What follows belongs to an exercise in optimizing a design on an open flow for small area and a short achievable clock period; a production flow would make more cautious choices. Where RTL was checked, it was by simulation tests only, not by an equivalence proof against the original. The RTL of runs 4 to 6 was laid out without a check of its function. Power figures rest on the tool's default switching activity, not on a simulated workload.

<file path="design/flow/config.mk">
export PLATFORM = sky130hd
export DESIGN_NAME = QPU_V
export DESIGN_NICKNAME = QPU_V
export VERILOG_FILES = /design/flow/design.v
export SDC_FILE = /design/flow/constraint.sdc
export NUM_CORES = 4
export LEC_CHECK = 0
export ABC_AREA = 1
export CAP_MARGIN = 20
export CORE_MARGIN = 2
export CORE_UTILIZATION = 50
export PLACE_DENSITY = 0.9
export SETUP_SLACK_MARGIN = 3.0
export SLEW_MARGIN = 20
export SYNTH_HIERARCHICAL = 1
export SYNTH_MINIMUM_KEEP_SIZE = 0
export TNS_END_PERCENT = 0
</file>
<file path="design/flow/constraint.sdc">
create_clock -name core_clock -period 6.0 [get_ports {clk}]
set_input_delay 1.2000 -clock core_clock [delete_from_list [all_inputs] [get_ports {clk}]]
set_output_delay 1.2000 -clock core_clock [all_outputs]
set_load 0.01 [all_outputs]
</file>
<file path="design/flow/design.v">
module QPU_V(
  input clk,reset,RDY,
  input [15:0]IR,
  input IRQ1,IRQ2,
  input [7:0] A_result,
  input A_vin,A_cin,
  input [7:0] M_Din,
  input I1,I2,I3,I4,
  output [11:0] pc_out,
  output [9:0]  W_AddrO,
  output [7:0]  W_DoutO,
  output [9:0]  M_AddrO,
  output M_WEO,M_IO,
  output A_adc_sbc,A_cout,
  output [7:0] Op1,Op2,
  output [7:0] ST,OPS,RA,RF,RSP
);
reg        s1;
reg        OPSTR;
reg        POP;
reg        IOMode,MWE0,MWEO,LAB7;
reg [3:0]  LWx;
reg [11:0] pc;
reg [9:0]  SP,RX,RY,WAddr;
reg [7:0]  Acc,Flags;
reg [7:0]  OP1R,OP2R;
reg        F1,F2;
reg [2:0]  COP_TYPE,IR_TYPE;
reg [7:0]  WSEL;
reg [2:0]  TT;
wire [2:0] IR_CMD = IR[14:12];
wire [3:0] IR_REG = IR[11:8];
wire [3:0] IR_REGB= IR[3:0];
wire [3:0] PK_REG = (IR_REG >4'b1001)? 4'b1000:IR_REG;
wire [3:0] PK_REGB= (IR_REGB>4'b1001)? 4'b1000:IR_REGB;
wire [7:0] WD_REST;
QPU_V_alu u_alu(.tt(TT), .sh(WSEL[4]), .in(WSEL[5]), .ac(WSEL[7]), .a(OP1R), .b(OP2R), .c(Flags[0]), .acc(Acc), .y(WD_REST));
wire [7:0] WD;
QPU_V_wdsel u_wdsel(.a(A_result), .s(WSEL[3]), .rest(WD_REST), .y(WD));
wire C_NEXT = WSEL[3] ? A_cin : WSEL[4] ? OP1R[0] : Flags[0];
wire OP_PSH_POP = (IR_TYPE[1:0]==2'b01) & ~LAB7 & COP_TYPE[2] & COP_TYPE[1];
wire [9:0] PBASE = ~s1 ? SP : (IR_TYPE==3'b110) ? RX : (IR_TYPE==3'b111) ? RY : SP;
wire [7:0] POFF  = IR[7:0] | {8{POP}};
wire [9:0] PDIFF = PBASE - {{2{POFF[7]}},POFF};
wire dec = ~s1 & ~IR[15];
reg [6:0]  n_OP_TYPE;
function [6:0] optype(input [2:0] cmd);
    case (cmd)
    3'b000: optype=7'b0000001;
    3'b001: optype=7'b0000010;
    3'b010: optype=7'b0000100;
    3'b011: optype=7'b0001000;
    3'b100: optype=7'b0010000;
    3'b101: optype=7'b0001000;
    3'b110: optype=7'b0100000;
    default: optype=7'b1000000;
    endcase
endfunction
always @* n_OP_TYPE=optype(IR_CMD);
wire [6:0] OP_TYPE = s1 ? optype(COP_TYPE) : {OPSTR, TT[2]&TT[0]&~TT[1], WSEL[5]|WSEL[4], WSEL[3], ~TT[2]&TT[1], TT[2]&TT[1], TT[2]&~TT[0]};
wire eq1  = (LWx==PK_REG);
wire eq2  = (LWx==PK_REGB);
wire r1f  = (IR_REG==4'b1001);
wire r1a  = IR_REG[3] | (IR_CMD>=3'b110);
wire r2   = (IR_REG[3:1]==3'b101);
wire r2f  = (IR_REGB==4'b1001);
wire r2a  = IR_REGB[3];
wire f1 = dec ? (~eq1 & ~r1f & ~r1a) : F1;
wire f2 = dec ? (r2 & ~eq2 & ~r2f & ~r2a) : F2;
wire [4:0] s_op1 = {~dec & ~F1,
                    dec & ~eq1 & ~r1f & r1a,
                    dec & ~eq1 & r1f,
                    dec & eq1,
                    f1};
wire [5:0] s_op2 = {~dec & ~F2,
                    dec & ~r2,
                    dec & r2 & ~eq2 & ~r2f & r2a,
                    dec & r2 & ~eq2 & r2f,
                    dec & r2 & eq2,
                    f2};
wire [7:0] n_OP1R, n_OP2R;
QPU_V_ao5 u_op1(.s(s_op1), .d0(M_Din), .d1(WD), .d2(Flags), .d3(Acc), .d4(OP1R), .y(n_OP1R));
QPU_V_ao6 u_op2(.s(s_op2), .d0(M_Din), .d1(WD), .d2(Flags), .d3(Acc), .d4(IR[7:0]), .d5(OP2R), .y(n_OP2R));
wire mem = (IR_REG>=4'b1100);
wire ext = (IR_CMD==3'b100) & (IR_REG>4'b1000);
wire       n_s1  = ~reset & dec & (mem | ext);
wire [6:0] n_OPT = reset ? 7'd0 : s1 ? optype(COP_TYPE) : IR[15] ? 7'd0 : n_OP_TYPE;
wire [7:0] n_WSEL = n_s1 ? 8'b10000000 :
                    {~|n_OPT[5:0], n_OPT[5], n_OPT[4]&IR[7], n_OPT[4]&~IR[7], n_OPT[3:0]};
wire       w_ld8 = s1 & (COP_TYPE!=3'b100) & (COP_TYPE<3'b110);
wire [6:0] s_wa  = {~dec & ~w_ld8,
                    w_ld8,
                    dec & ~mem,
                    dec & mem & (IR[9:8]==2'b11),
                    dec & mem & (IR[9:8]==2'b10),
                    dec & mem & (IR[9:8]==2'b01),
                    dec & mem & (IR[9:8]==2'b00)};
wire [9:0] n_WAddr;
QPU_V_ao7w u_wa(.s(s_wa), .d0({2'd0,IR[7:0]}), .d1(PDIFF), .d2(RX), .d3(RY), .d4({6'd0,PK_REG}), .d5(10'd8), .d6(WAddr), .y(n_WAddr));
always @(posedge clk)
begin
    WAddr<=n_WAddr;
    LAB7<=IR[7];
    IR_TYPE<=IR[10:8];
    COP_TYPE<=IR[14:12];
    F1<=f1;
    F2<=f2;
    OP1R<= n_OP1R;
    OP2R<= n_OP2R;
    s1<=n_s1;
    OPSTR<=~n_s1 & n_OPT[6];
    POP<=n_s1 & (IR[9:7]==3'b010) & (IR_CMD==3'b110);
    WSEL<=n_WSEL;
    TT<={n_WSEL[0]|n_WSEL[1]|n_WSEL[6], n_WSEL[1]|n_WSEL[2], n_WSEL[1]|n_WSEL[2]|n_WSEL[6]};
    if (reset)
    begin
        IOMode<=1'b0;
        MWE0<=1'b0;
        MWEO<=1'b0;
        LWx<=4'b1111;
        pc<=12'd0;
        SP<=10'h100;
        RX<=10'd0;
        RY<=10'd0;
        Flags<=8'd0;
        Acc<=8'hA5;
    end
    else if (~s1)
    begin
        if (~IR[15])
        begin
            if (mem)
            begin
                IOMode<=(IR[7:6]==2'b00);
                MWE0<=1'b0;
                MWEO<=(IR_CMD==3'b111);
                LWx<=4'b1000;
            end
            else
            begin
                IOMode<=1'b0;
                MWE0<=~ext;
                MWEO<=~ext;
                if (~ext) pc<=pc+12'd1;
                LWx<=PK_REG;
            end
            if (MWE0)
            begin
                if (LWx==4'b1001)
                    Flags<=WD;
                else
                begin
                    if (LWx>=4'b1000)
                        Acc<=WD;
                    Flags[0]<=C_NEXT;
                    Flags[1]<=(WD==8'd0);
                    if (n_OP_TYPE[3])
                        Flags[2]<=A_vin;
                    Flags[3]<=WD[7];
                end
            end
        end
        else
        begin
            LWx<=4'b1110;
            MWE0<=1'b0;
            MWEO<=1'b0;
            pc<=pc+12'd1;
        end
    end
    else
    begin
        if (COP_TYPE==3'b100)
        begin
            if (IR_TYPE[2:1]==2'b01)
                SP<={M_Din[1:0],Acc};
            else if (IR_TYPE==3'b101)
                SP<=PDIFF;
            else if (IR_TYPE==3'b110)
                RX<=PDIFF;
            else if (IR_TYPE==3'b111)
                RY<=PDIFF;
            LWx<=4'b1110;
            MWE0<=1'b0;
            MWEO<=1'b0;
        end
        else if (COP_TYPE<3'b110)
        begin
            LWx<=4'b1000;
            MWE0<=1'b1;
            MWEO<=1'b1;
        end
        else
        begin
            if (COP_TYPE==3'b110)
                Acc<=M_Din;
            LWx<=4'b1110;
            MWE0<=1'b0;
            MWEO<=1'b0;
        end
        if (OP_PSH_POP)
        begin
            if (COP_TYPE[0])
                SP<=WAddr;
            else
                SP<=PDIFF;
        end
        IOMode<=1'b0;
        pc<=pc+12'd1;
    end
end
assign pc_out=pc;
assign W_AddrO=WAddr;
QPU_V_maddr u_maddr(.s1(s1), .wa(WAddr), .ra(IR[11:8]), .rb(IR[3:0]), .y(M_AddrO));
assign W_DoutO=WD;
assign M_WEO=MWEO;
assign M_IO=IOMode;
assign A_adc_sbc=~COP_TYPE[2];
assign A_cout=Flags[0];
assign Op1=OP1R;
assign Op2=OP2R;
assign ST={LWx,F2,COP_TYPE};
assign OPS={1'b0,OP_TYPE};
assign RA=Acc;
assign RF=Flags;
assign RSP=SP[7:0];
endmodule
module QPU_V_wdsel(input [7:0] a, input s, input [7:0] rest, output [7:0] y);
assign y = ({8{s}} & a) | rest;
endmodule
module QPU_V_maddr(input s1, input [9:0] wa, input [3:0] ra, input [3:0] rb, output [9:0] y);
wire [3:0] pa = (ra>4'b1001) ? 4'b1000 : ra;
wire [3:0] pb = (rb>4'b1001) ? 4'b1000 : rb;
assign y = s1 ? wa : {6'd0, ra[3] ? pb : pa};
endmodule
module QPU_V_ao5(input [4:0] s, input [7:0] d0, d1, d2, d3, d4, output [7:0] y);
assign y = ({8{s[0]}} & d0) | ({8{s[1]}} & d1) | ({8{s[2]}} & d2) | ({8{s[3]}} & d3) | ({8{s[4]}} & d4);
endmodule
module QPU_V_ao6(input [5:0] s, input [7:0] d0, d1, d2, d3, d4, d5, output [7:0] y);
assign y = ({8{s[0]}} & d0) | ({8{s[1]}} & d1) | ({8{s[2]}} & d2) | ({8{s[3]}} & d3) | ({8{s[4]}} & d4) | ({8{s[5]}} & d5);
endmodule
module QPU_V_alu(input [2:0] tt, input sh, input in, input ac, input [7:0] a, input [7:0] b, input c, input [7:0] acc, output [7:0] y);
wire [7:0] cy = {&a[6:0], &a[5:0], &a[4:0], &a[3:0], &a[2:0], &a[1:0], a[0], 1'b1};
genvar i;
generate for (i=0; i<8; i=i+1) begin : g
    assign y[i] = (a[i] ? (b[i] ? tt[2] : tt[1]) : (b[i] & tt[0]))
                | (sh & ((i==7) ? c : a[(i+1)%8]))
                | (in & (a[i] ^ cy[i]))
                | (ac & acc[i]);
end endgenerate
endmodule
module QPU_V_ao7w(input [6:0] s, input [9:0] d0, d1, d2, d3, d4, d5, d6, output [9:0] y);
assign y = ({10{s[0]}} & d0) | ({10{s[1]}} & d1) | ({10{s[2]}} & d2) | ({10{s[3]}} & d3)
         | ({10{s[4]}} & d4) | ({10{s[5]}} & d5) | ({10{s[6]}} & d6);
endmodule
</file>
<file path="design/flow/flow/run.sh">
#!/bin/bash
# Standard ORFS layout (the standard.sh, unchanged synthesis), with the
# port buffers made as sky130_fd_sc_hd__buf_1 instead of the resizer's pick,
# and a clock tree of clkbuf_8 without dummy loads.
set -euo pipefail
cd "$(dirname "$0")/.."
bash standard.sh "BUFFER_PORTS_ARGS=-buffer_cell sky130_fd_sc_hd__buf_1" \
  "CTS_ARGS=-sink_clustering_enable -repair_clock_nets -dont_use_dummy_load -buf_list sky130_fd_sc_hd__clkbuf_8 -root_buf sky130_fd_sc_hd__clkbuf_8" \
  finish > flow_make.log 2>&1
</file>
<file path="design/flow/standard.sh">
#!/bin/bash
# synth_recipe.tcl (not shown) runs the flow's synth.tcl, then flattens the netlist and writes it again
# the make line also repeats each setting of config.mk as NAME=value (left out here)
make -C /OpenROAD-flow-scripts/flow DESIGN_CONFIG=/design/flow/config.mk WORK_HOME=/design/flow/orfs CLKGATE_MAP_FILE= SYNTH_SCRIPT=/design/flow/synth_recipe.tcl "${@:-finish}"
</file>
==> qor.yml, run 1 <==
outcome:
  run_status: "no timing/DRC/antenna violations"
clocking:
  cts_tree: "done"
  numCtsBuffers: 9
  clk_pin_slew_worst_paths_ps: 70
  cts_root_buffer: "clkbuf_8"
  holdBufCountCts: 0
  cts.path.max_buffers: 2
  clkLatencyLatePin_ps: 400
  cts.sinks: 110
  htree_levels: 3
run:
  cap_violations: 0
detailed_routing:
  vias: 8559
  postRouteAntennaNets: 0
  routed_wl_um: 24300
  detail_route.vias_per_cell: 5.55
  drt_first_iter_violations: 960
  drc: 0
  drt_pre_antenna_iters: 5
  wl_per_cell_um: 15.8
timing:
  hold_ws_ps: 474
  finalSetupViolations: 0
  worst_slew_pin_slew_ps: 850
  slew_headroom_pct: 43.4
  rsz0062_at_grt: "yes"
  fin_skew_ps: 32.3
  post-route-period-util_pct: 52.5
  finalWorstSetupSlack_ps: 2850
  hold_violations: 0
  fmax_mhz: 318
  setup_tns_ps: 0
  finalCriticalPeriod_ps: 3150
  drv_slew: 0
worst_setup_path:
  crit_arrival_ps: 1950
  cp-start-kind: "primary input"
  reg2regPathDepth: 16
  crit_start: "IR[1]"
  r2r_start: "IR_TYPE[2]$_DFF_P_"
  worst_r2r_endpoint: "SP[7]$_SDFFE_PP0P_"
  crit_path_end: "M_AddrO[0]"
  worstPathRequired_ps: 4800
  worst-path-max-fanout: 7
  ff2ff_setup_slack_ps: 3060
  crit_type: "in2out"
  end_kind: "primary output"
floorplanning:
  io_pins: 143
  die_w_um: 127
  dieHeight_um: 127
  rows: 44
  dieArea_um2: 16100
  core_area_um2: 14600
  start_util_pct: 51.4
yosys:
  synth_top_cell_area_share_pct: 29.2
  synth_warnings: 7
  synth_area_leaders: "dfxtp_1 (29%), nand2_1 (22%), inv_1 (7.6%), nor2_1 (6.5%), o21ai_0 (5.9%)"
  synth_top_area_cell: "dfxtp_1"
  syn_inst: 1244
  synth_area_um2: 7530
  synth_edf_count: 0
  synth.ff_latch_count: 110
  ys_async_sr_fraction_pct: 0
  avgSynthCellArea_um2: 6.06
  yosys_most_used_dff: "dfxtp_1"
  yosysSeqAreaShare_pct: 29.2
  synth.distinct_cells: 47
grt:
  antenna_found_initial: 0
  overflow: 0
  grt_start_max_net_pins: 46
  grt_pass1_wl_um: 38100
  grt_usage_pct: 29.7
  grt_pass1_vias: 7680
place:
  dp_hpwl_um: 18100
  dp_slack_ps: 2500
  port_buffers: 134
  gp_congestion: 0.969
power:
  irDropWorstVdd_mv: 0.0976
  pwr-share-clk_pct: 22.8
  power_leakage_nw: 4.17
  seqPwrFrac_pct: 52.0
  power_frac_comb_pct: 25.3
  p_sw_mw: 0.590
  p_int_mw: 1.05
  swShare_pct: 36.1
  total_power_mw: 1.64
  power.density_nw_per_um2: 199
min_path:
  hold_path.class: "reg2reg"
  hp-start: "pc[9]$_SDFFE_PP0P_"
finish:
  layout_commonest_cell: "nand2_1"
  mostFrequentLayoutCells: "nand2_1 (431), inv_1 (149), nor2_1 (130)"
  antenna_cells: 0
  fillers: 1476
  fin_nets: 1416
  drive_gt1_share_pct: 7.30
  post-route-util_pct: 56.2
  area_growth_pct: 9.27
[registers in the layout, indices dropped and copies added, names as in the netlist, 4 cells and up]
register  flops
Acc           8
Flags         8
LWx           4
OP1R          8
OP2R          8
RX           10
RY           10
SP           10
WAddr        10
WSEL          4
pc           12
[layout make-up]
type	instances	area (um2)	share of cell area (%)
clock buffers	9	124	1.50
well taps	184	230	2.80
repair buffers	144	607	7.37
inverters	167	632	7.68
multi-input cells	927	4430	53.8
flip-flops and latches	110	2210	26.9
[stage by stage]
stage / cells / cell area (um2)
2_1_floorplan: 1261 / 7600
3_3_place_gp: 1527 / 7930
3_5_place_dp: 1527 / 7930
4_1_cts: 1540 / 8140
5_1_grt: 1541 / 8230
6_report: 1541 / 8230
[modules after synthesis, one instance, submodules excluded]
module	cells	copies in the design	area, um2
QPU_V_maddr	37	1	151
QPU_V_wdsel	25	1	95.1
QPU_V_ao7w	147	1	607
QPU_V_ao6	102	1	435
QPU_V	745	1	5390
QPU_V_alu	95	1	472
QPU_V_ao5	93	1	382
[routing by layer]
layer  wire length, um  GRT usage, %  vias up
li1                  -             -     4112
met1              9850          36.6     3863
met2             11100          48.5      472
met3              1950          3.80      112
met4              1430          20.2        0
met5                 0             0        -
[synth_stat cells, types with 6 or more instances]
master and count:
nand2_1 436, inv_1 152, nor2_1 130, dfxtp_1 110, o21ai_0 89, a21oi_1 55, nand3_1 47, buf_6 21
buf_4 16, nor3_1 14, clkbuf_1 13, ha_1 13, nand2_2 13, inv_2 12, xor2_1 11, a31oi_1 10
nand4_1 10, o211ai_1 9, o22ai_1 8, nor2_4 7, o21bai_1 7, buf_2 6
[power by group through the flow]
stage / logic [mW] / registers, mW / clock network, mW
2_1_floorplan: 0.254 / 0.854 / 0
3_3_place_gp: 0.368 / 0.861 / 0
3_5_place_dp: 0.379 / 0.862 / 0
4_1_cts: 0.395 / 0.845 / 0.378
5_1_grt: 0.458 / 0.855 / 0.399
6_report: 0.413 / 0.851 / 0.373
[worst min-delay path by stage]
| stage | to | slack (ps) | cells past startpoint |
|---|---|---|---|
| global placement | pc[11]$_SDFFE_PP0P_ | 450 | 2 |
| detailed placement | SP[8]$_SDFFE_PP1P_ | 460 | 2 |
| floorplan | SP[8]$_SDFFE_PP1P_ | 440 | 2 |
| finish | pc[9]$_SDFFE_PP0P_ | 470 | 2 |
| CTS | pc[9]$_SDFFE_PP0P_ | 480 | 2 |
| global route | IOMode$_SDFFE_PP0N_ | 500 | 2 |
[timing repair]
| item | 4_1_cts | 5_1_grt |
|---|---|---|
| setup endpoints to repair | 35 | 69 |
| pin swaps | 2 | 3 |
| resized for setup | 19 | 25 |
| buffers inserted | 4 | 1 |
[cell families after synthesis]
family	share of synthesized area (%)
other	0.0997
DFF	29.2
adders and majority gates	2.42
AOI/OAI and AO/OA	15.7
xor gates and xnor gates	1.61
buffers and inverters	14.2
and+or+nand+nor	36.7
[worst max-delay path, cell delays in order]
cell      delay (ps)
clkbuf_2         180
o21ai_1          170
nand2_1           70
a21oi_1          160
clkbuf_2         160
==> run 2, diff against run 1 <==
--- a/design/flow/config.mk
+++ b/design/flow/config.mk
@@ -6,5 +6,4 @@
 export NUM_CORES = 4
 export LEC_CHECK = 0
-export ABC_AREA = 1
 export CAP_MARGIN = 20
 export CORE_MARGIN = 2
==> qor.yml, run 2 <==
outcome:
  run_status: "no timing/DRC/antenna violations"
yosys:
  synth_commonest_cells: "dfxtp_1 (110), nand2_1 (96), nor2_1 (75), a21oi_1 (53), a22oi_1 (44)"
  avgSynthCellArea_um2: 8.14
  synth_top_area_cell: "dfxtp_1"
  synth_area_um2: 6600
  syn_inst: 810
  synth.ff_latch_count: 110
  synth.most_common_cell: "dfxtp_1"
  synth_top_cell_area_share_pct: 33.4
  yosys_most_used_dff: "dfxtp_1"
  ys_async_sr_fraction_pct: 0
  yosysSeqAreaShare_pct: 33.4
  synth_edf_count: 0
  synth_area_leaders: "dfxtp_1 (33%), nand2_1 (5.5%), a22oi_1 (5.0%), nor2_1 (4.3%), mux2i_1 (4.1%)"
  synth_warnings: 7
  synth.distinct_cells: 73
timing:
  slew_headroom_pct: 21.5
  setup_tns_ps: 0
  fmax_mhz: 304
  fin_skew_ps: 38.7
  hold_violations: 0
  rsz0062_at_grt: "yes"
  finalCriticalPeriod_ps: 3290
  finalSetupViolations: 0
  post-route-period-util_pct: 54.8
  drv_slew: 0
  worst_slew_pin_slew_ps: 1170
floorplanning:
  start_util_pct: 51.6
  dieHeight_um: 119
  core_area_um2: 12800
  io_pins: 143
  die_w_um: 119
  dieArea_um2: 14100
  rows: 41
clocking:
  cts_root_buffer: "clkbuf_8"
  htree_levels: 3
  clk_pin_slew_worst_paths_ps: 100
  cts_tree: "done"
  clkLatencyLatePin_ps: 380
  cts.path.max_buffers: 2
  numCtsBuffers: 9
  cts.sinks: 110
worst_setup_path:
  worst-path-buf-inv: 2
  crit_type: "in2out"
  worstPathRequired_ps: 4800
  end_kind: "primary output"
  crit_arrival_ps: 2090
  path_cells: "buf_2, o21ai_0, a311oi_1, a21oi_1, buf_1"
  cpLargestDelayFamily: "compound AO/OA/AOI/OAI gates"
  crit_slowest_cell: "a311oi_1"
  worst-path-max-fanout: 7
  slowest_delay_ps: 290
  cp-start-kind: "primary input"
power:
  power.density_nw_per_um2: 215
  irDropWorstVdd_mv: 0.117
  power_leakage_nw: 2.75
finish:
  mostFrequentLayoutCells: "buf_1 (124), dfxtp_1 (101), nand2_1 (96)"
  fin_cells: 1086
  largest_register: "pc"
  layout_commonest_cell: "buf_1"
  fin_nets: 973
  antenna_cells: 0
  largest_reg_flops: 12
  drive_gt1_share_pct: 8.21
  fillers: 1175
  area_growth_pct: 11.2
place:
  port_buffers: 134
  dp_hpwl_um: 14900
  gp_congestion: 0.974
  place_inst: 1069
detailed_routing:
  drc: 0
  drt_first_iter_violations: 876
  detail_route.vias_per_cell: 6.35
  postRouteAntennaNets: 0
  routed_wl_um: 21300
  wl_per_cell_um: 19.6
  vias: 6896
  drt_pre_antenna_iters: 7
grt:
  grt_start_max_net_pins: 71
  grt_pass1_vias: 6374
  antenna_found_initial: 0
  overflow: 0
  grt_pass1_wl_um: 33000
  grt_usage_pct: 29.0
min_path:
  hold_path.class: "reg2reg"
run:
  cap_violations: 0
-- run 2: worst reg2reg max path: cells and delay by family, from the launching register on --
| family | cells | cell delay, ps |
|---|---|---|
| AO/OA/AOI/OAI | 6 | 1370 |
| multiplexers | 1 | 250 |
| adder cells (fa/ha/maj) | 2 | 560 |
| buffers and inverters | 1 | 40 |
| AND/OR/NAND/NOR | 1 | 50 |
| XOR/XNOR | 1 | 180 |
| flip-flops | 1 | 640 |
-- run 2: logic make-up (layout without fill, tap and decap cells) --
group	after synthesis	count (layout)	share of synthesized area, %
xor+xnor	31	31	4.12
mux	29	29	4.44
simple gates	289	289	20.7
other cells	2	19	0.114
compound gates	247	247	27.3
fa+ha+maj	14	14	2.77
buf+inv	88	175	7.17
flops	110	110	33.4
-- run 2: worst paths after layout --
| kind | from | end | slack, ps | cells past startpoint |
|---|---|---|---|---|
| worst max register to register | IR_TYPE[0]$_DFF_P_ | SP[8]$_SDFFE_PP1P_ | 2790 | 12 |
| worst min-delay path | RX[8]$_SDFFE_PP0P_ | RX[8]$_SDFFE_PP0P_ | 480 | 2 |
| worst max-delay path | IR[2] | M_AddrO[0] | 2710 | 5 |
| worst min register to register | RX[8]$_SDFFE_PP0P_ | RX[8]$_SDFFE_PP0P_ | 480 | 2 |
-- run 2: layout make-up --
cell class / instances / area [um2] / area share (%)
Tap cell: 172 / 215 / 2.93
Timing Repair Buffer: 149 / 651 / 8.87
Clock buffer: 9 / 124 / 1.69
Multi-Input combinational cell: 629 / 4060 / 55.3
Sequential cell: 110 / 2220 / 30.3
Inverter: 17 / 68.8 / 0.938
-- run 2: per-module statistics from Yosys (local to each module, per instance) --
| module | times used | flip-flops and latches |
|---|---|---|
| QPU_V_ao5 | 1 | 0 |
| QPU_V | 1 | 110 |
| QPU_V_alu | 1 | 0 |
| QPU_V_maddr | 1 | 0 |
| QPU_V_wdsel | 1 | 0 |
| QPU_V_ao6 | 1 | 0 |
| QPU_V_ao7w | 1 | 0 |
-- run 2: metal layers --
metal  track usage, %  vias to the layer above  routed length, um
met4             13.4                        0                901
met5                0                        -                  0
met1             37.3                     3163               8250
met3             5.22                       86               2390
li1                 -                     3159                  -
met2             47.1                      488               9770
-- run 2: what timing repair did --
item | CTS | global route
gates resized for setup | 32 | 4
hold buffers | 0 | 0
pin swaps | 3 | 0
endpoints found under the setup margin | 76 | 59
buffers inserted | 7 | 1
-- run 2: stage by stage --
step           cell area, um2  power [mW]  hold WS [ps]  setup WS, ps  util [%]
5_1_grt                  7340        1.63           503          2670      57.4
4_1_cts                  7320        1.56           475          2760      57.3
2_1_floorplan            6680        1.07           443          2880         -
6_report                 7340        1.58           476          2710      57.4
3_5_place_dp             7050        1.18           461          1830      55.2
3_3_place_gp             7050        1.17           451          1900      55.2
-- run 2: report_power, final --
part,total (mW),internal (mW),switching [mW],leakage (nW)
Combinational,0.350,0.137,0.213,1.78
Sequential,0.854,0.775,0.0789,0.905
Clock,0.372,0.136,0.236,0.0647
==> run 3, diff against run 2 <==
--- a/design/flow/config.mk
+++ b/design/flow/config.mk
@@ -10,5 +10,5 @@
 export CORE_UTILIZATION = 50
 export PLACE_DENSITY = 0.9
-export SETUP_SLACK_MARGIN = 3.0
+export SETUP_SLACK_MARGIN = 3.3
 export SLEW_MARGIN = 20
 export SYNTH_HIERARCHICAL = 1
==> qor.yml, run 3 <==
timing:
  fmax_mhz: 304
  hold_ws_ps: 476
  finalSetupViolations: 0
  finalCriticalPeriod_ps: 3290
  worst_slew_pin_slew_ps: 1170
  rsz0062_at_grt: "yes"
  fin_skew_ps: 38.7
  drv_slew: 0
  setup_tns_ps: 0
  hold_violations: 0
  slew_headroom_pct: 21.5
  post-route-period-util_pct: 54.8
yosys:
  synth_warnings: 7
  synth_top_cell_area_share_pct: 33.4
  synth_edf_count: 0
  synth.most_common_cell: "dfxtp_1"
  yosysSeqAreaShare_pct: 33.4
  synth.ff_latch_count: 110
  avgSynthCellArea_um2: 8.14
  syn_inst: 810
  synth_area_um2: 6600
  ys_async_sr_fraction_pct: 0
  synth.distinct_cells: 73
  synth_commonest_cells: "dfxtp_1 (110), nand2_1 (96), nor2_1 (75), a21oi_1 (53), a22oi_1 (44)"
  yosys_most_used_dff: "dfxtp_1"
  synth_area_leaders: "dfxtp_1 (33%), nand2_1 (5.5%), a22oi_1 (5.0%), nor2_1 (4.3%), mux2i_1 (4.1%)"
  synth_top_area_cell: "dfxtp_1"
detailed_routing:
  drt_first_iter_violations: 876
  postRouteAntennaNets: 0
  routed_wl_um: 21300
  wl_met2_um: 9770
  drc: 0
  wl_met1_um: 8250
  dr_wl_met3_um: 2390
  wl_per_cell_um: 19.6
  detail_route.vias_per_cell: 6.35
  topRoutingLayerUsed: "met4"
  drt_pre_antenna_iters: 7
  vias: 6896
floorplanning:
  io_pins: 143
  core_area_um2: 12800
  start_util_pct: 51.6
  dieArea_um2: 14100
  dieHeight_um: 119
  die_w_um: 119
  rows: 41
clocking:
  cts_tree: "done"
  cts.path.max_buffers: 2
  htree_levels: 3
  cts_root_buffer: "clkbuf_8"
  clkLatencyLatePin_ps: 380
  clk_pin_slew_worst_paths_ps: 100
  cts.sinks: 110
  numCtsBuffers: 9
finish:
  fin_nets: 973
  largest_reg_flops: 12
  fillers: 1175
  area_growth_pct: 11.2
  mostFrequentLayoutCells: "buf_1 (124), dfxtp_1 (101), nand2_1 (96)"
  layout_commonest_cell: "buf_1"
  largest_register: "pc"
  drive_gt1_share_pct: 8.21
  antenna_cells: 0
worst_setup_path:
  crit_arrival_ps: 2090
  slowest_delay_ps: 290
  cp-start-kind: "primary input"
  worstPathRequired_ps: 4800
  crit_type: "in2out"
  path_cells: "buf_2, o21ai_0, a311oi_1, a21oi_1, buf_1"
  crit_slowest_cell: "a311oi_1"
  worst-path-max-fanout: 7
  end_kind: "primary output"
grt:
  grt_usage_pct: 29.0
  antenna_found_initial: 0
  grt_pass1_wl_um: 33000
  grt_pass1_vias: 6374
  grt_start_max_net_pins: 71
  overflow: 0
place:
  dp_hpwl_um: 14900
  gp_congestion: 0.974
  port_buffers: 134
power:
  power.density_nw_per_um2: 215
  irDropWorstVdd_mv: 0.117
  seqPwrFrac_pct: 54.2
  power_frac_comb_pct: 22.2
  power_leakage_nw: 2.75
  pwr-share-clk_pct: 23.6
  swShare_pct: 33.5
  total_power_mw: 1.58
  p_sw_mw: 0.528
  p_int_mw: 1.05
outcome:
  run_status: "no timing/DRC/antenna violations"
min_path:
  hold_path.class: "reg2reg"
run:
  cap_violations: 0
## run 3: layout make-up
class,instances,area [um2],area share [%]
flip-flops and latches,110,2220,30.3
clock buffers,9,124,1.69
inverters,17,68.8,0.938
repair buffers,149,651,8.87
well taps,172,215,2.93
multi-input cells,629,4060,55.3
## run 3: through the flow
stage          cell area, um2  utilization, %  instances  setup WS (ps)
2_1_floorplan            6680               -        827           2880
3_3_place_gp             7050            55.2       1069           1900
3_5_place_dp             7050            55.2       1069           1830
4_1_cts                  7320            57.3       1085           2760
5_1_grt                  7340            57.4       1086           2670
6_report                 7340            57.4       1086           2710
## run 3: worst max-delay path, delay by kind of cell
family,cells,cell delay [ps]
compound gates,3,490
buf+inv,2,390
## run 3: power by group through the flow
stage	registers, mW	clock network, mW	logic, mW
4_1_cts	0.850	0.369	0.338
6_report	0.854	0.372	0.350
3_3_place_gp	0.864	0	0.309
2_1_floorplan	0.853	0	0.213
3_5_place_dp	0.866	0	0.317
5_1_grt	0.858	0.398	0.378
## run 3: kinds of logic after synthesis
| group | after synthesis | synth area share (%) |
|---|---|---|
| adders and majority gates | 14 | 2.77 |
| buffers and inverters | 88 | 7.17 |
| DFF | 110 | 33.4 |
| AOI/OAI and AO/OA | 247 | 27.3 |
| and+or+nand+nor | 289 | 20.7 |
| other | 2 | 0.114 |
| muxes | 29 | 4.44 |
| xor gates and xnor gates | 31 | 4.12 |
## run 3: routing by layer
layer  up-vias  track usage [%]
met2       488             47.1
met1      3163             37.3
met5         -                0
met3        86             5.22
met4         0             13.4
li1       3159                -
## run 3: Yosys stat by module, one instance, submodules excluded
module       times used  flops+latches
QPU_V                 1            110
QPU_V_alu             1              0
QPU_V_ao5             1              0
QPU_V_ao6             1              0
QPU_V_ao7w            1              0
QPU_V_maddr           1              0
QPU_V_wdsel           1              0
## run 3: timing repair
item | in CTS | in global routing
setup endpoints to repair | 100 | 86
resized for setup | 32 | 4
buffers inserted | 7 | 1
gates cloned | 0 | 0
hold buffers | 0 | 0
pin swaps | 3 | 0
## run 3: worst paths after layout
check	startpoint	end	slack [ps]	cells past startpoint
worst max-delay path	IR[2]	M_AddrO[0]	2710	5
worst min-delay path	RX[8]$_SDFFE_PP0P_	RX[8]$_SDFFE_PP0P_	480	2
worst max register to register	IR_TYPE[0]$_DFF_P_	SP[8]$_SDFFE_PP1P_	2790	12
worst min register to register	RX[8]$_SDFFE_PP0P_	RX[8]$_SDFFE_PP0P_	480	2
==> run 4, diff against run 3 <==
--- a/design/flow/design.v
+++ b/design/flow/design.v
@@ -230,7 +230,12 @@
 endmodule
 module QPU_V_maddr(input s1, input [9:0] wa, input [3:0] ra, input [3:0] rb, output [9:0] y);
-wire [3:0] pa = (ra>4'b1001) ? 4'b1000 : ra;
 wire [3:0] pb = (rb>4'b1001) ? 4'b1000 : rb;
-assign y = s1 ? wa : {6'd0, ra[3] ? pb : pa};
+wire [3:0] ya = s1 ? wa[3:0] : {1'b0, ra[2:0]};
+wire [3:0] yb = s1 ? wa[3:0] : pb;
+QPU_V_mx4 u_mx(.s(ra[3]), .a(ya), .b(yb), .y(y[3:0]));
+assign y[9:4] = s1 ? wa[9:4] : 6'd0;
+endmodule
+module QPU_V_mx4(input s, input [3:0] a, input [3:0] b, output [3:0] y);
+assign y = s ? b : a;
 endmodule
 module QPU_V_ao5(input [4:0] s, input [7:0] d0, d1, d2, d3, d4, output [7:0] y);
--- a/design/flow/config.mk
+++ b/design/flow/config.mk
@@ -8,7 +8,6 @@
 export CAP_MARGIN = 20
 export CORE_MARGIN = 2
-export CORE_UTILIZATION = 50
-export PLACE_DENSITY = 0.9
-export SETUP_SLACK_MARGIN = 3.3
+export CORE_UTILIZATION = 40
+export SETUP_SLACK_MARGIN = 3.0
 export SLEW_MARGIN = 20
 export SYNTH_HIERARCHICAL = 1
==> qor.yml, run 4 <==
finish:
  layout_commonest_cell: "buf_1"
  drive_gt1_share_pct: 11.6
  largest_register: "pc"
  largest_reg_flops: 12
  area_growth_pct: 11.2
  fin_nets: 975
  mostFrequentLayoutCells: "buf_1 (123), dfxtp_1 (100), nand2_1 (82)"
  final_cell_area_um2: 7610
  post-route-util_pct: 45.7
  antenna_cells: 0
clocking:
  cts_root_buffer: "clkbuf_8"
  numCtsBuffers: 9
  htree_levels: 3
  cts.sinks: 110
  cts.path.max_buffers: 2
  holdBufCountCts: 0
  clk_pin_slew_worst_paths_ps: 90
  clkLatencyLatePin_ps: 400
  cts_tree: "done"
timing:
  post-route-period-util_pct: 54.3
  fin_skew_ps: 30.8
  finalCriticalPeriod_ps: 3260
  slew_headroom_pct: 29.9
  rsz0062_at_grt: "yes"
  worst_slew_pin_slew_ps: 1050
  drv_slew: 0
  fmax_mhz: 307
  setup_tns_ps: 0
  finalSetupViolations: 0
  hold_violations: 0
worst_setup_path:
  worst_r2r_endpoint: "WAddr[9]$_DFF_P_"
  worst-path-max-fanout: 19
  crit_type: "in2out"
  cp-start-kind: "primary input"
  end_kind: "primary output"
  crit_path_end: "M_AddrO[3]"
  slowest_delay_ps: 400
  worstPathRequired_ps: 4800
  path_cells: "buf_2, mux2_2, buf_1"
  r2r_start: "IR_TYPE[2]$_DFF_P_"
  reg2regPathDepth: 12
  ff2ff_setup_slack_ps: 2950
  crit_slowest_cell: "mux2_2"
  crit_start: "IR[11]"
  cpLargestDelayFamily: "buffers and inverters"
  worst-path-buf-inv: 2
  cp_num_cells: 3
  crit_arrival_ps: 2060
yosys:
  yosysSeqAreaShare_pct: 32.2
  synth.ff_latch_count: 110
  yosys_most_used_dff: "dfxtp_1"
  synth_commonest_cells: "dfxtp_1 (110), nand2_1 (82), nor2_1 (74), a22oi_1 (44), a21oi_1 (40)"
  ys_async_sr_fraction_pct: 0
  synth_top_area_cell: "dfxtp_1"
  synth_warnings: 7
  synth_area_um2: 6850
  synth_top_cell_area_share_pct: 32.2
  synth_area_leaders: "dfxtp_1 (32%), a22oi_1 (4.8%), mux2i_1 (4.7%), nand2_1 (4.5%), nor2_1 (4.1%)"
  synth_edf_count: 0
  synth.most_common_cell: "dfxtp_1"
  syn_inst: 817
  synth.distinct_cells: 76
  avgSynthCellArea_um2: 8.38
floorplanning:
  core_area_um2: 16600
  dieHeight_um: 135
  die_w_um: 135
  start_util_pct: 41.1
  dieArea_um2: 18200
  rows: 47
  io_pins: 143
grt:
  grt_pass1_vias: 5934
  grt_start_max_net_pins: 48
  antenna_found_initial: 0
  grt_usage_pct: 24.1
  grt_pass1_wl_um: 34100
  overflow: 0
power:
  power.density_nw_per_um2: 208
  power_leakage_nw: 2.82
  irDropWorstVdd_mv: 0.102
detailed_routing:
  routed_wl_um: 21900
  vias: 6584
  postRouteAntennaNets: 0
  wl_per_cell_um: 19.3
  drc: 0
  drt_first_iter_violations: 606
  drt_pre_antenna_iters: 5
  detail_route.vias_per_cell: 5.80
min_path:
  hold_path.class: "reg2reg"
place:
  placed_cell_area_um2: 7350
  dp_hpwl_um: 15900
  gp_congestion: 0.882
  port_buffers: 134
run:
  cap_violations: 0
outcome:
  run_status: "no timing/DRC/antenna violations"
run 4: cell count changes in the layout (fill, tap and decap cells not counted), moves of 7 or more:
cell     delta
nand2_1    -14
mux2_2      +8
xor2_1      -7
a21oi_1    -15
and2_1      -8
inv_1       +9
and2_2      +7
run 4: through the flow:
step	cells	setup WS [ps]	hold WS (ps)	power, mW
2_1_floorplan	834	2960	433	1.08
3_3_place_gp	1122	2200	446	1.20
3_5_place_dp	1122	2200	450	1.20
4_1_cts	1135	2730	471	1.59
5_1_grt	1136	2670	499	1.66
6_report	1136	2740	471	1.58
run 4: cells by family (layout without fill, tap and decap cells):
kind of cell / count (synthesis) / count (layout) / synth area share, %
AOI/OAI and AO/OA: 242 / 242 / 26.6
xor gates and xnor gates: 27 / 27 / 3.45
adders and majority gates: 14 / 14 / 2.67
buffers and inverters: 97 / 179 / 7.73
DFF: 110 / 110 / 32.2
muxes: 42 / 42 / 6.32
other: 2 / 19 / 0.110
and+or+nand+nor: 283 / 283 / 21.0
run 4: how the worst min path moves through the flow:
stage	startpoint	end	slack (ps)	cells past startpoint
final	SP[8]$_SDFFE_PP1P_	SP[8]$_SDFFE_PP1P_	470	2
after global routing	SP[3]$_SDFFE_PP0P_	SP[3]$_SDFFE_PP0P_	500	2
after global placement	SP[8]$_SDFFE_PP1P_	SP[8]$_SDFFE_PP1P_	450	2
after floorplan	SP[8]$_SDFFE_PP1P_	SP[8]$_SDFFE_PP1P_	430	2
after CTS	SP[8]$_SDFFE_PP1P_	SP[8]$_SDFFE_PP1P_	470	2
after detailed placement	SP[8]$_SDFFE_PP1P_	SP[8]$_SDFFE_PP1P_	450	2
run 4: area by class of cell:
class,instances,area (um2)
sequential,110,2220
fill,1723,9030
inverter,25,96.3
clock buffer,9,124
tap,220,275
multi-input combinational,627,4280
timing repair buffer,145,617
run 4: repair_timing:
action                     CTS  global route
setup endpoints to repair   57            38
gates resized for setup     33             9
pin swaps                    4             4
setup buffers                4             1
run 4: power breakdown:
part / switching [mW] / internal (mW) / total (mW)
combinational: 0.211 / 0.138 / 0.349
sequential: 0.0808 / 0.775 / 0.856
clock: 0.241 / 0.136 / 0.377
total: 0.533 / 1.05 / 1.58
run 4: metal layers:
metal | part of all wire [%] | vias up | GRT usage (%)
met2 | 46 | 232 | 37.9
met3 | 6.3 | 35 | 3.94
met1 | 45 | 3133 | 33.3
met4 | 2.7 | 0 | 9.18
li1 | - | 3184 | -
met5 | 0 | - | 0
run 4: per-module statistics from Yosys (local to each module, per instance), a selection:
module       cell area [um2]  times used
QPU_V                   5270           1
QPU_V_ao7w               344           1
QPU_V_ao6                340           1
QPU_V_ao5                193           1
QPU_V_alu                423           1
QPU_V_maddr              161           1
run 4: worst reg2reg max path: stages (launching register included):
cell and delay [ps]:
dfxtp_1 480, nand3_1 120, buf_4 220, o21ai_0 380
ha_1 300, nor2b_1 140, o2111ai_1 220, nand2_1 130
a41oi_1 310, xnor2_1 250, inv_1 70, a22oi_1 200
nand3_1 90
==> run 5, diff against run 4 <==
--- a/design/flow/design.v
+++ b/design/flow/design.v
@@ -98,4 +98,12 @@
 wire [9:0] n_WAddr;
 QPU_V_ao7w u_wa(.s(s_wa), .d0({2'd0,IR[7:0]}), .d1(PDIFF), .d2(RX), .d3(RY), .d4({6'd0,PK_REG}), .d5(10'd8), .d6(WAddr), .y(n_WAddr));
+wire       p_ld  = s1 & (COP_TYPE==3'b100);
+wire [9:0] PD_R  = reset ? 10'd0 : PDIFF;
+always @(posedge clk)
+    if (reset | (p_ld & (IR_TYPE==3'b110)))
+        RX<=PD_R;
+always @(posedge clk)
+    if (reset | (p_ld & (IR_TYPE==3'b111)))
+        RY<=PD_R;
 always @(posedge clk)
 begin
@@ -121,6 +129,4 @@
         pc<=12'd0;
         SP<=10'h100;
-        RX<=10'd0;
-        RY<=10'd0;
         Flags<=8'd0;
         Acc<=8'hA5;
@@ -178,7 +184,7 @@
                 SP<=PDIFF;
             else if (IR_TYPE==3'b110)
-                RX<=PDIFF;
+                ;
             else if (IR_TYPE==3'b111)
-                RY<=PDIFF;
+                ;
             LWx<=4'b1110;
             MWE0<=1'b0;
@@ -230,12 +236,7 @@
 endmodule
 module QPU_V_maddr(input s1, input [9:0] wa, input [3:0] ra, input [3:0] rb, output [9:0] y);
+wire [3:0] pa = (ra>4'b1001) ? 4'b1000 : ra;
 wire [3:0] pb = (rb>4'b1001) ? 4'b1000 : rb;
-wire [3:0] ya = s1 ? wa[3:0] : {1'b0, ra[2:0]};
-wire [3:0] yb = s1 ? wa[3:0] : pb;
-QPU_V_mx4 u_mx(.s(ra[3]), .a(ya), .b(yb), .y(y[3:0]));
-assign y[9:4] = s1 ? wa[9:4] : 6'd0;
-endmodule
-module QPU_V_mx4(input s, input [3:0] a, input [3:0] b, output [3:0] y);
-assign y = s ? b : a;
+assign y = s1 ? wa : {6'd0, ra[3] ? pb : pa};
 endmodule
 module QPU_V_ao5(input [4:0] s, input [7:0] d0, d1, d2, d3, d4, output [7:0] y);
--- a/design/flow/config.mk
+++ b/design/flow/config.mk
@@ -9,4 +9,5 @@
 export CORE_MARGIN = 2
 export CORE_UTILIZATION = 40
+export PLACE_DENSITY = 0.8
 export SETUP_SLACK_MARGIN = 3.0
 export SLEW_MARGIN = 20
==> qor.yml, run 5 <==
detailed_routing:
  drt_pre_antenna_iters: 6
  dr_wl_met3_um: 2750
  wl_per_cell_um: 20.5
  routed_wl_um: 22600
  topRoutingLayerUsed: "met5"
  wl_met2_um: 10200
  vias: 6787
  wl_met1_um: 8860
  drt_first_iter_violations: 1146
  postRouteAntennaNets: 0
  drc: 0
  detail_route.vias_per_cell: 6.15
floorplanning:
  dieHeight_um: 133
  io_pins: 143
  core_area_um2: 16400
  dieArea_um2: 17700
  start_util_pct: 40.6
  die_w_um: 133
  rows: 47
finish:
  post-route-util_pct: 45.7
  fin_nets: 940
  largest_register: "pc"
  area_growth_pct: 12.5
  final_cell_area_um2: 7500
  drive_gt1_share_pct: 9.08
  fin_cells: 1103
  layout_commonest_cell: "buf_1"
  mostFrequentLayoutCells: "buf_1 (123), dfxtp_1 (79), nand2_1 (76)"
  largest_reg_flops: 12
timing:
  slew_headroom_pct: 30.7
  finalWorstSetupSlack_ps: 2710
  worst_slew_pin_slew_ps: 1040
  post-route-period-util_pct: 54.8
  fmax_mhz: 304
  fin_skew_ps: 32.0
  finalSetupViolations: 0
  hold_violations: 0
  drv_slew: 0
  hold_ws_ps: 488
  rsz0062_at_grt: "yes"
  finalCriticalPeriod_ps: 3290
  setup_tns_ps: 0
clocking:
  clk_pin_slew_worst_paths_ps: 80
  cts_root_buffer: "clkbuf_8"
  clkLatencyLatePin_ps: 400
  htree_levels: 3
  cts_tree: "done"
  cts.path.max_buffers: 2
  numCtsBuffers: 9
  cts.sinks: 110
  holdBufCountCts: 0
yosys:
  synth.most_common_cell: "dfxtp_1"
  synth_area_um2: 6660
  yosys_most_used_dff: "dfxtp_1"
  syn_inst: 777
  synth_commonest_cells: "dfxtp_1 (90), nand2_1 (76), nor2_1 (66), a22oi_1 (47), a21oi_1 (38)"
  ys_async_sr_fraction_pct: 0
  synth_warnings: 7
  synth_top_cell_area_share_pct: 27.0
  yosysSeqAreaShare_pct: 36.1
  synth_top_area_cell: "dfxtp_1"
  synth_area_leaders: "dfxtp_1 (27%), edfxtp_1 (9.0%), a22oi_1 (5.3%), nand2_1 (4.3%), mux2i_1 (4.1%)"
  synth_edf_count: 20
  synth.distinct_cells: 73
  avgSynthCellArea_um2: 8.57
  synth.ff_latch_count: 110
place:
  dp_hpwl_um: 15700
  dp_slack_ps: 1850
  placed_cell_area_um2: 7190
  gp_congestion: 0.919
  port_buffers: 134
  place_inst: 1087
worst_setup_path:
  crit_type: "in2out"
  worstPathRequired_ps: 4800
  cp-start-kind: "primary input"
  end_kind: "primary output"
  crit_arrival_ps: 2090
  worst-path-max-fanout: 8
power:
  p_sw_mw: 0.557
  irDropWorstVdd_mv: 0.117
  pwr-share-clk_pct: 22.6
  power.density_nw_per_um2: 220
  power_leakage_nw: 2.79
  swShare_pct: 33.8
  total_power_mw: 1.65
  p_int_mw: 1.09
  power_frac_comb_pct: 22.8
  seqPwrFrac_pct: 54.6
grt:
  grt_usage_pct: 24.9
  grt_start_max_net_pins: 47
  grt_pass1_vias: 6204
  grt_pass1_wl_um: 34700
  antenna_found_initial: 2
  overflow: 0
min_path:
  hold_path.class: "reg2reg"
outcome:
  run_status: "no timing/DRC/antenna violations"
run:
  cap_violations: 0
[run 5: changes by cell type after synthesis, sizes merged, moves of 9 or more]
cell    previous run  this run
xnor2             15         5
edfxtp             0        20
a211oi            15         5
dfxtp            110        90
buf               47        38
nor2              78        66
[run 5: layout make-up]
type                       count  area, um2
sequential                   110       2420
timing repair buffer         144        618
clock buffer                   9        124
multi-input combinational    600       3980
antenna                        2       5.00
inverter                      18       67.6
fill                        1627       8910
tap                          220        275
[run 5: metal layers]
layer / track usage (%) / vias up
li1: - / 3083
met1: 33.0 / 3128
met2: 38.3 / 482
met3: 5.86 / 92
met4: 11.6 / 2
met5: 0 / -
[run 5: final timing paths]
check	start	endpoint	slack [ps]	cells past startpoint
worst min-delay path	pc[11]$_SDFFE_PP0P_	pc[11]$_SDFFE_PP0P_	490	2
worst max register to register	s1$_DFF_P_	WAddr[8]$_DFF_P_	2920	12
worst min register to register	pc[11]$_SDFFE_PP0P_	pc[11]$_SDFFE_PP0P_	490	2
worst max-delay path	IR[2]	M_AddrO[0]	2710	5
[run 5: worst max-delay path, cell delays in order]
cell and delay (ps):
clkbuf_4 180, o21ai_1 140, a311oi_1 100, a21oi_1 270, buf_2 200
[run 5: modules after synthesis (local to each module, per instance)]
module / cell area, um2 / times used / cells / flops+latches
QPU_V_ao5: 193 / 1 / 28 / 0
QPU_V_ao6: 340 / 1 / 38 / 0
QPU_V_wdsel: 71.3 / 1 / 9 / 0
QPU_V: 5160 / 1 / 575 / 110
QPU_V_alu: 423 / 1 / 56 / 0
QPU_V_maddr: 135 / 1 / 24 / 0
QPU_V_ao7w: 344 / 1 / 47 / 0
[run 5: timing repair]
action	4_1_cts	5_1_grt
pin swaps	3	0
setup endpoints to repair	82	44
hold endpoints to repair	0	0
resized for setup	34	11
setup buffers	5	0
[run 5: cell families (layout without fill, tap and decap cells)]
logic type	after synthesis	in the layout	share of synthesized area [%]
AO/OA/AOI/OAI	229	229	25.6
XOR/XNOR	24	24	3.15
adder cells (fa/ha/maj)	14	14	2.74
buffers and inverters	84	171	6.69
flip-flops	110	110	36.1
multiplexers	29	29	4.39
other	2	21	0.113
AND/OR/NAND/NOR	285	285	21.2
[run 5: power groups by stage]
| stage | clock [mW] | sequential (mW) | combinational, mW |
|---|---|---|---|
| 2_1_floorplan | 0 | 0.893 | 0.226 |
| 3_3_place_gp | 0 | 0.910 | 0.334 |
| 3_5_place_dp | 0 | 0.912 | 0.341 |
| 4_1_cts | 0.376 | 0.895 | 0.364 |
| 5_1_grt | 0.400 | 0.908 | 0.408 |
| 6_report | 0.373 | 0.901 | 0.376 |
==> run 6, diff against run 5 <==
--- a/design/flow/config.mk
+++ b/design/flow/config.mk
@@ -8,6 +8,6 @@
 export CAP_MARGIN = 20
 export CORE_MARGIN = 2
-export CORE_UTILIZATION = 40
-export PLACE_DENSITY = 0.8
+export CORE_UTILIZATION = 50
+export PLACE_DENSITY = 0.9
 export SETUP_SLACK_MARGIN = 3.0
 export SLEW_MARGIN = 20
==> qor.yml, run 6 <==
yosys:
  synth_area_um2: 6660
  synth_warnings: 7
  synth.most_common_cell: "dfxtp_1"
  syn_inst: 777
  synthAdderAreaFrac_pct: 2.74
  synth_edf_count: 20
  synth_top_cell_area_share_pct: 27.0
  yosysSeqAreaShare_pct: 36.1
  synth_top_family_by_area: "compound AO/OA/AOI/OAI gates"
  synth_top_area_cell: "dfxtp_1"
  muxShareOfSynthArea_pct: 4.39
  synth_commonest_cells: "dfxtp_1 (90), nand2_1 (76), nor2_1 (66), a22oi_1 (47), a21oi_1 (38)"
  synthXorXnorAreaFrac_pct: 3.15
  synth_area_leaders: "dfxtp_1 (27%), edfxtp_1 (9.0%), a22oi_1 (5.3%), nand2_1 (4.3%), mux2i_1 (4.1%)"
  synth-simple-area-share_pct: 21.2
  yosys_most_used_dff: "dfxtp_1"
  synth.ff_latch_count: 110
  avgSynthCellArea_um2: 8.57
  synth_compound_area_share_pct: 25.6
  synth.distinct_cells: 73
  ys_async_sr_fraction_pct: 0
floorplanning:
  io_pins: 143
  dieHeight_um: 119
  die_w_um: 119
  dieArea_um2: 14300
  core_area_um2: 13100
  start_util_pct: 50.7
  rows: 42
detailed_routing:
  vias: 6891
  drt_pre_antenna_iters: 9
  detail_route.vias_per_cell: 6.51
  drt_first_iter_violations: 1166
  postRouteAntennaNets: 0
  routed_wl_um: 22000
  drc: 0
  wl_per_cell_um: 20.8
clocking:
  clkLatencyLatePin_ps: 400
  numCtsBuffers: 9
  htree_levels: 3
  cts_tree: "done"
  cts_root_buffer: "clkbuf_8"
  clk_pin_slew_worst_paths_ps: 80
  cts.sinks: 110
  cts.path.max_buffers: 2
power:
  power_leakage_nw: 2.80
  irDropWorstVdd_mv: 0.118
  power.density_nw_per_um2: 221
timing:
  fin_skew_ps: 28.7
  worst_slew_pin_slew_ps: 1110
  setup_tns_ps: 0
  fmax_mhz: 304
  slew_headroom_pct: 25.6
  post-route-period-util_pct: 54.8
  hold_violations: 0
  rsz0062_at_grt: "yes"
  drv_slew: 0
  hold_ws_ps: 505
  finalSetupViolations: 0
  finalCriticalPeriod_ps: 3290
worst_setup_path:
  crit_arrival_ps: 2090
  end_kind: "primary output"
  worstPathRequired_ps: 4800
  worst-path-buf-inv: 2
  crit_type: "in2out"
  slowest_delay_ps: 260
  cp-start-kind: "primary input"
  crit_slowest_cell: "and2b_2"
  cpLargestDelayFamily: "buffers and inverters"
  worst-path-max-fanout: 11
  path_cells: "buf_4, and2b_2, a21oi_2, o21ai_1, buf_2"
run:
  cap_violations: 0
place:
  dp_hpwl_um: 15000
  gp_congestion: 0.952
  placed_cell_area_um2: 7120
  port_buffers: 134
grt:
  grt_start_max_net_pins: 48
  overflow: 0
  grt_usage_pct: 30.2
  grt_pass1_wl_um: 33900
  antenna_found_initial: 1
  grt_pass1_vias: 6266
finish:
  drive_gt1_share_pct: 9.07
  final_cell_area_um2: 7450
  mostFrequentLayoutCells: "buf_1 (122), dfxtp_1 (79), nand2_1 (76)"
  fin_nets: 941
  largest_reg_flops: 12
  layout_commonest_cell: "buf_1"
  fillers: 1188
  area_growth_pct: 11.9
  largest_register: "pc"
min_path:
  hold_path.class: "reg2reg"
outcome:
  run_status: "no timing/DRC/antenna violations"
## run 6: cell counts after synthesis
Identical to the previous run, type by type.
## run 6: layout make-up
class / instances / area (um2) / area share (%)
multi-input combinational: 600 / 3980 / 53.4
sequential: 110 / 2420 / 32.5
timing repair buffer: 145 / 632 / 8.48
tap: 176 / 220 / 2.95
clock buffer: 9 / 124 / 1.66
inverter: 18 / 70.1 / 0.940
antenna: 1 / 2.50 / 0.0336
## run 6: cell families after synthesis
| kind of cell | after synthesis |
|---|---|
| xor+xnor | 24 |
| simple gates | 285 |
| mux | 29 |
| flops | 110 |
| buf+inv | 84 |
| other cells | 2 |
| compound gates | 229 |
| fa+ha+maj | 14 |
## run 6: report_power, final
group          total, mW  internal (mW)  switching (mW)
registers          0.900          0.810          0.0899
clock network      0.374          0.136           0.238
logic              0.375          0.148           0.227
## run 6: stage by stage
step                      setup WS [ps]  util [%]  std cells  power, mW
after global routing               2680      56.7       1059       1.71
after global placement             2060      54.2       1042       1.24
after detailed placement           2010      54.2       1042       1.25
after CTS                          2740      56.3       1056       1.62
after floorplan                    2930         -        794       1.12
final                              2710      56.7       1059       1.65
## run 6: modules after synthesis, one instance, submodules excluded
module	cell area, um2	flops+latches	cells
QPU_V_ao5	193	0	28
QPU_V_wdsel	71.3	0	9
QPU_V_ao7w	344	0	47
QPU_V_alu	423	0	56
QPU_V_ao6	340	0	38
QPU_V_maddr	135	0	24
QPU_V	5160	110	575
## run 6: repair_timing
item | CTS | global route
hold buffers | 0 | 0
pin swaps | 6 | 3
endpoints found under the setup margin | 82 | 72
setup buffers | 5 | 2
gates resized for setup | 39 | 9
## run 6: worst paths after layout
check                                          from                   to  slack [ps]  cells after the start
worst max-delay path                          IR[3]           M_AddrO[1]        2710                      5
worst min-delay path            pc[11]$_SDFFE_PP0P_  pc[11]$_SDFFE_PP0P_         510                      2
worst max register to register           s1$_DFF_P_     WAddr[8]$_DFF_P_        2980                     11
worst min register to register  pc[11]$_SDFFE_PP0P_  pc[11]$_SDFFE_PP0P_         510                      2
## run 6: per-layer routing
metal | track usage, % | routed length, um | vias to the layer above
met1 | 38.7 | 7940 | 3162
met5 | 0 | 0 | -
met2 | 47.7 | 10100 | 547
li1 | - | - | 3088
met3 | 8.24 | 3010 | 94
met4 | 13.2 | 921 | 0
## run 6: tightest hold or removal path, cell delays in order (launching register included)
cell and delay [ps]:
dfxtp_1 340, nand2_1 60, o21ai_0 60

==> afterwards: timing with drivers on the ports <==
No port has a modelled driver above. Below, the same layouts with a new extraction and two added sets of constraints.
Step 1 (the two cells are an assumption about what drives the block):
set clk [get_ports {clk}]
set_driving_cell -lib_cell sky130_fd_sc_hd__clkbuf_16 $clk
set_driving_cell -lib_cell sky130_fd_sc_hd__buf_2 [delete_from_list [all_inputs] $clk]
Step 2, shift: input delay + t, output delay - t, t = (earliest + latest rising clock arrival at the registers) / 2. This alone moves slack from input paths to output paths.
a / b / c = ideal ports / drivers / drivers and shift; a / b = the first two.
run	t, ns	setup slack, ns	worst setup path at the end	worst data-port slew with drivers (ns)
run 1	0.421	2.852 / 2.827 / 2.593	input to register	0.04
run 2	0.400	2.711 / 2.687 / 2.408	input to register	0.05
run 3	0.400	2.711 / 2.687 / 2.408	input to register	0.05
run 4	0.417	2.743 / 2.722 / 2.451	input to register	0.04
run 5	0.413	2.712 / 2.674 / 2.393	input to register	0.07
run 6	0.418	2.713 / 2.685 / 2.432	input to register	0.06
After both steps setup and hold are still met in every run listed. The setup slack of run 5, which loses most, moves by -0.038 ns with the drivers and by -0.319 ns with both steps.
